What follows belongs to an exercise in optimizing a design on an open flow for a short achievable clock period and few clock cycles; a production flow would make more cautious choices. Only simulation tests tie the RTL to the original design; equivalence was not proved. Power figures rest on the tool's default switching activity, not on a simulated workload.

==> flow/design.v (excerpt) <==
module myCPU (
    input  wire         cpu_rst,
    input  wire         cpu_clk,
    output wire [13:0]  inst_addr,
    input  wire [31:0]  inst,
    output wire [31:0]  Bus_addr,
    input  wire [31:0]  Bus_rdata,
    output wire         Bus_wen,
    output wire [31:0]  Bus_wdata
);
For scale: ~9000 cells after synthesis, about 150 I/O pins, ~0.14 mm² of cells after synthesis.
make LEC_CHECK=0 ABC_CLOCK_PERIOD_IN_PS=3000 CAP_MARGIN=20 CORE_MARGIN=2 CORE_UTILIZATION=40 SETUP_SLACK_MARGIN=5.0 SLEW_MARGIN=20 finish   # period 8.5 ns
run.sh (not shown) runs the stock make flow with config.mk's settings and CLKGATE_MAP_FILE= SYNTH_SCRIPT=/design/flow/synth_recipe.tcl, a recipe that flattens the netlist after the stock synthesis.
Testbench counts at the start, summed over its fixed seeds: cycles 207,390.
Rerun with:
--- a/flow/design.v
+++ b/flow/design.v
@@ -101,50 +101,50 @@
 reg  [31:0] EX_A, EX_Bx, EX_S;
 reg         EX_sfwd;
 reg         EX_sub, EX_arith;
 reg         EX_sel_add, EX_sel_and, EX_sel_or, EX_sel_xor, EX_sel_sll, EX_sel_sr, EX_sel_link;
 reg  [4:0]  EX_rd;
 reg         EX_wen, EX_ld, EX_st, EX_br, EX_jal, EX_jalr, EX_back;
 reg  [2:0]  EX_f3;
 reg         EX_pnpc4;
 reg  [31:0] EX_pnext, EX_chk, EX_tgt, EX_pc4, EX_pc;
 reg         mis_r;
 reg  [31:0] tgt_a, tgt_n;
 reg         tgt_s;
-reg  [13:0] pc_o;
+reg  [13:0] pc_on;
 reg  [31:0] MEM_res, MEM_sd;
 reg         MEM_we, MEM_wen, MEM_ld, MEM_ctrl, MEM_taken, MEM_tagm, MEM_back, MEM_link;
 reg  [4:0]  MEM_rd;
 reg  [31:0] MEM_pc;
 reg  [13:0] MEM_tgt;
 reg  [5:0]  MEM_cnt1, MEM_cnt0;
 reg  [5:0]  EX_bcnt, EX_btrip;
 reg         EX_bconf;
 reg         MEM_ext, MEM_cnf;
 reg  [31:0] WB_val;
 reg         WB_wen;
 reg  [4:0]  WB_rd;
 reg  [31:0] rf [1:31];
 wire [4:0]  bidx     = pc_f[6:2];
 wire [31:0] bm;
 genvar bi;
 generate
   for (bi = 0; bi < 32; bi = bi + 1) begin : btbm
     assign bm[bi] = bv[bi] & (btag[bi] == pc_f[15:7]);
   end
 endgenerate
 wire        btb_any  = bm[bidx];
 wire        btb_ex   = bexit[bidx];
 wire [31:0] pc_f4    = pc_f + 32'd4;
-assign inst_addr = pc_o;
+assign inst_addr = ~pc_on;
 wire        fs = inst[31];
 wire [31:0] f_imm_b = {{19{fs}}, fs, inst[7], inst[30:25], inst[11:8], 1'b0};
 wire [31:0] f_imm_j = {{11{fs}}, fs, inst[19:12], inst[20], inst[30:21], 1'b0};
 wire [31:0] f_imm_i = {{20{fs}}, inst[31:20]};
 wire [31:0] f_jr1, f_jr2, f_unr1, f_unr2;
 ksadd #(32) u_jr1 (.a(ID_pc4), .b(f_imm_i), .ci(1'b0), .s(f_jr1), .sn(f_unr1));
 ksadd #(32) u_jr2 (.a(EX_pc4), .b(f_imm_i), .ci(1'b0), .s(f_jr2), .sn(f_unr2));
 wire        f_jal = (inst[6:0] == 7'b1101111);
 wire        f_bwd = (inst[6:0] == 7'b1100011) & fs;
 wire        f_jf  = f_jal | f_bwd;
 wire [13:0] f_fb, f_fj, f_fbn, f_fjn;
 ksadd #(14) u_fb (.a(pc_f[15:2]), .b(f_imm_b[15:2]), .ci(1'b0), .s(f_fb), .sn(f_fbn));
@@ -241,43 +241,37 @@
 wire s2_wb  = ~h2_ex & ~h2_mem & h2_wb;
 wire s2_rf  = ~h2_ex & ~h2_mem & ~h2_wb;
 wire [31:0] fwd1 = ({32{s1_ex & EX_sel_add}} & sum) | ({32{s1_ex}} & ex_oth)
                  | ({32{s1_mem}} & mem_fwd) | ({32{s1_wb}} & WB_val) | ({32{s1_rf}} & rf1);
 wire [31:0] fwd2 = ({32{s2_mem}} & mem_fwd) | ({32{s2_wb}} & WB_val) | ({32{s2_rf}} & rf2);
 wire [31:0] subv = {32{sub_id}};
 wire [31:0] opb  = ({32{~use_imm & ~sub_id & s2_ex & EX_sel_add}} & sum)
                  | ({32{~use_imm &  sub_id & s2_ex & EX_sel_add}} & sumn)
                  | ({32{~use_imm & s2_ex & ~EX_sel_add}} & (ex_oth ^ subv))
                  | ({32{~use_imm & s2_mem}} & (mem_fwd ^ subv)) | ({32{~use_imm & s2_wb}} & (WB_val ^ subv))
                  | ({32{~use_imm & s2_rf}} & (rf2 ^ subv)) | ({32{use_imm}} & imm);
 wire [31:0] pc_nxt = redirect ? tgt_r : stall ? pc_f : redir_id ? rd_tgt : pred_nxt;
-wire sel_r = redirect;
-wire sel_s = ~redirect & stall;
-wire sel_i = ~redirect & ~stall & redir_id;
-wire sel_p = ~redirect & ~stall & ~redir_id;
-wire [13:0] pc_o_d = ({14{sel_r}} & tgt_r[15:2]) | ({14{sel_s}} & pc_o)
-                   | ({14{sel_i}} & rd_tgt[15:2]) | ({14{sel_p}} & pred_lo);
 always @(posedge clk or posedge rst) begin
   if (rst) begin
     pc_f     <= 32'd0;
-    pc_o     <= 14'h0;
+    pc_on    <= 14'h3fff;
     ID_valid <= 1'b0;
     EX_valid <= 1'b0;
     EX_wen <= 1'b0; EX_ld <= 1'b0; EX_st <= 1'b0; EX_br <= 1'b0; EX_jal <= 1'b0; EX_jalr <= 1'b0; EX_back <= 1'b0;
     mis_r <= 1'b0;
     MEM_we <= 1'b0; MEM_wen <= 1'b0; MEM_ld <= 1'b0; MEM_ctrl <= 1'b0;
     WB_wen <= 1'b0;
   end else begin
     pc_f  <= pc_nxt;
-    pc_o  <= pc_o_d;
+    pc_on <= ~pc_nxt[15:2];
     if (redirect | redir_id) ID_valid <= 1'b0;
     else if (!stall)      ID_valid <= 1'b1;
     if (stall | ~ID_live) begin
       EX_valid <= 1'b0;
       EX_wen <= 1'b0; EX_ld <= 1'b0; EX_st <= 1'b0; EX_br <= 1'b0; EX_jal <= 1'b0; EX_jalr <= 1'b0; EX_back <= 1'b0;
     end else begin
       EX_valid <= 1'b1;
       EX_wen  <= wen;
       EX_ld   <= is_ld;
       EX_st   <= is_st;
       EX_br   <= is_br;
       EX_jal  <= is_jal;
What happened: Hold slack is worse by 22 ps; worst setup slack is better by 380 ps; final area hardly moves; via count grows slightly; final cell count rose slightly; sequential share of layout area increases by 0.13 points; count of clock-buffer cells in the layout came out lower by 22.
Testbench counts after the change, summed over its fixed seeds: cycles 207,390.

========
run D:
myCPU, a different RTL version from the one above (not shown whole).
Size in the first run: ~9,300 cells after synthesis, roughly 150 I/O pins.
Design myCPU, start of the top module:
module myCPU (
    input  wire         cpu_rst,
    input  wire         cpu_clk,
    output wire [13:0]  inst_addr,
    input  wire [31:0]  inst,
    output wire [31:0]  Bus_addr,
    input  wire [31:0]  Bus_rdata,
    output wire         Bus_wen,
    output wire [31:0]  Bus_wdata
);
Settings: LEC_CHECK=0, ABC_CLOCK_PERIOD_IN_PS=3000, CAP_MARGIN=20, CORE_MARGIN=2, CORE_UTILIZATION=40, SETUP_SLACK_MARGIN=5.0, SLEW_MARGIN=20; clock period 8.5 ns.
Run D | stages: all done | timing, DRC, antenna: all pass
Testbench counts of run D, summed over its fixed seeds: cycles 211,957.
The following lists how run G was set up differently from run D:
-- flow/design.v --
<<< run D, line 29
  assign s  = p0 ^ c;
  assign sn = ~(p0 ^ c);
endmodule
module slt32 (
  input  wire [31:0] a,
  input  wire [31:0] b,
  output wire        lt
);
  wire [31:0] x = {~a[31], a[30:0]};
  wire [31:0] y = {~b[31], b[30:0]};
  wire [31:0] l0 = ~x & y;
  wire [31:0] e0 = ~(x ^ y);
  wire [15:0] l1, e1;
  wire [7:0]  l2, e2;
  wire [3:0]  l3, e3;
  wire [1:0]  l4, e4;
  genvar i;
  generate
    for (i = 0; i < 16; i = i + 1) begin : g1
      assign l1[i] = l0[2*i+1] | (e0[2*i+1] & l0[2*i]);
      assign e1[i] = e0[2*i+1] & e0[2*i];
    end
    for (i = 0; i < 8; i = i + 1) begin : g2
      assign l2[i] = l1[2*i+1] | (e1[2*i+1] & l1[2*i]);
      assign e2[i] = e1[2*i+1] & e1[2*i];
    end
    for (i = 0; i < 4; i = i + 1) begin : g3
      assign l3[i] = l2[2*i+1] | (e2[2*i+1] & l2[2*i]);
      assign e3[i] = e2[2*i+1] & e2[2*i];
    end
    for (i = 0; i < 2; i = i + 1) begin : g4
      assign l4[i] = l3[2*i+1] | (e3[2*i+1] & l3[2*i]);
      assign e4[i] = e3[2*i+1] & e3[2*i];
    end
  endgenerate
  assign lt = l4[1] | (e4[1] & l4[0]);
endmodule
module myCPU (
>>> run G, line 29
  assign s  = p0 ^ c;
  assign sn = ~(p0 ^ c);
endmodule
module myCPU (
<<< run D, line 147
ksadd #(32) u_jr1 (.a(ID_pc4), .b(f_imm_i), .ci(1'b0), .s(f_jr1), .sn(f_unr1));
ksadd #(32) u_jr2 (.a(EX_pc4), .b(f_imm_i), .ci(1'b0), .s(f_jr2), .sn(f_unr2));
wire [13:0] pred_lo  = (btb_any & ~btb_ex) ? btgt[bidx] : pc_f4[15:2];
wire [31:0] pred_nxt = {pc_f4[31:16], pred_lo, pc_f4[1:0]};
wire [6:0] op  = ID_inst[6:0];
>>> run G, line 113
ksadd #(32) u_jr1 (.a(ID_pc4), .b(f_imm_i), .ci(1'b0), .s(f_jr1), .sn(f_unr1));
ksadd #(32) u_jr2 (.a(EX_pc4), .b(f_imm_i), .ci(1'b0), .s(f_jr2), .sn(f_unr2));
wire        f_jal = (inst[6:0] == 7'b1101111);
wire        f_bwd = (inst[6:0] == 7'b1100011) & fs;
wire        f_jf  = f_jal | f_bwd;
wire [13:0] f_fb, f_fj, f_fbn, f_fjn;
ksadd #(14) u_fb (.a(pc_f[15:2]), .b(f_imm_b[15:2]), .ci(1'b0), .s(f_fb), .sn(f_fbn));
ksadd #(14) u_fj (.a(pc_f[15:2]), .b(f_imm_j[15:2]), .ci(1'b0), .s(f_fj), .sn(f_fjn));
wire [13:0] f_fast = f_jal ? f_fj : f_fb;
wire [13:0] pred_lo  = btb_any ? (btb_ex ? pc_f4[15:2] : btgt[bidx]) :
                                 (f_jf ? f_fast : pc_f4[15:2]);
wire [31:0] pred_nxt = {pc_f4[31:16], pred_lo, pc_f4[1:0]};
wire [6:0] op  = ID_inst[6:0];
<<< run D, line 197
wire [31:0] jr_tgt = lk_ex ? ID_jr1 : ID_jr2;
wire jr_ok    = is_jalr & (lk_ex | lk_mem);
wire st_taken = is_jal | (is_br & s & ~ID_pnt) | jr_ok;
wire id_rd    = ~ID_pred & st_taken;
wire redir_id = ID_live & id_rd & ~stall;
>>> run G, line 171
wire [31:0] jr_tgt = lk_ex ? ID_jr1 : ID_jr2;
wire jr_ok    = is_jalr & (lk_ex | lk_mem);
wire st_taken = jr_ok;
wire id_rd    = ~ID_pred & st_taken;
wire redir_id = ID_live & id_rd & ~stall;
<<< run D, line 204
ksadd #(32) u_alu (.a(EX_A), .b(EX_Bx), .ci(EX_sub), .s(sum), .sn(sumn));
wire        eq  = &(EX_A ^ EX_Bx);
wire        lt;
slt32 u_lt (.a(EX_A), .b(~EX_Bx), .lt(lt));
wire        cond = EX_f3[2] ? (lt ^ EX_f3[0]) : (eq ^ EX_f3[0]);
wire [31:0] sll = EX_A << EX_Bx[4:0];
>>> run G, line 178
ksadd #(32) u_alu (.a(EX_A), .b(EX_Bx), .ci(EX_sub), .s(sum), .sn(sumn));
wire        eq  = &(EX_A ^ EX_Bx);
wire        lt  = (EX_A[31] ~^ EX_Bx[31]) ? EX_A[31] : sum[31];
wire        cond = EX_f3[2] ? (lt ^ EX_f3[0]) : (eq ^ EX_f3[0]);
wire [31:0] sll = EX_A << EX_Bx[4:0];
<<< run D, line 312
    ID_pc    <= pc_f;
    ID_pc4   <= pc_f4;
    ID_pred  <= btb_any & ~btb_ex;
    ID_pnt   <= btb_any & btb_ex;
    ID_pnext <= pred_nxt;
>>> run G, line 285
    ID_pc    <= pc_f;
    ID_pc4   <= pc_f4;
    ID_pred  <= btb_any ? ~btb_ex : f_jf;
    ID_pnt   <= btb_any & btb_ex;
    ID_pnext <= pred_nxt;
Findings:
The lower fraction of standard cell area that is sequential came out of run G.
Startpoint-to-endpoint class of the critical path: in2reg -> run D, reg2reg -> run G
Run G consumes more power than run D does.
For number of nets with antenna violations after routing, run G and run D come out practically identical.
[run G vs run D] smallest hold slack: lower in run G
Compared with run D, run G shows summed area of non-filler cells in the final layout that has gone up slightly.
Between run D and run G, utilization increased.
Sort run D and run G by non-clock buffer count asc -> top: run D
Fmax down about 4% in run G wrt run D
The routed wire length per instance of run G is lower than that of run D.
Run G ended up with EX_A[1] as its beginning of the critical path; run D ended up with inst[8].
In the reports for run D and run G, the smaller clock-buffer cell count belongs to run D.
Going from run D to run G, the simple-gate portion of the synthesized area was found to have gone up by 0.15 points.
The run showing the greater final cell count is run G.
Testbench counts of run G, summed over its fixed seeds: cycles 207,390.

==> separate check: timing with driven ports <==
How much do the figures lean on ideal ports? The routed layouts below were timed once more, with nothing changed but the port constraints. Step 1 sets driving cells, clkbuf_16 on the clock port and buf_2 on the other inputs (assumed; they add their load-dependent delay and slew). Step 2, shift: input delay + t, output delay - t, t = (earliest + latest rising clock arrival at the registers) / 2. This alone moves slack from input paths to output paths. Three values: ideal ports, drivers, drivers and shift; two values: the first two.
| run | t, ns | slack for setup (ns) | hold slack, ns | worst setup path at the end | worst data-port slew with drivers (ns) |
|---|---|---|---|---|---|
| the first run of note 1 | 1.026 | 4.370 / 4.370 / 3.924 | 0.354 / 0.354 / 0.354 | input to register | 0.23 |
| the second run of note 1 | 1.019 | 4.751 / 4.751 / 3.751 | 0.332 / 0.332 / 0.332 | input to register | 0.40 |
| run D | 1.023 | 4.770 / 4.652 / 3.629 | 0.382 / 0.382 / 0.382 | input to register | 0.31 |
| run G | 1.025 | 4.608 / 4.608 / 3.774 | 0.340 / 0.340 / 0.340 | input to register | 0.29 |
After both steps every run listed still meets setup and hold. For run D, which loses most, drivers alone change the setup slack by -0.118 ns; drivers and shift together by -1.141 ns.
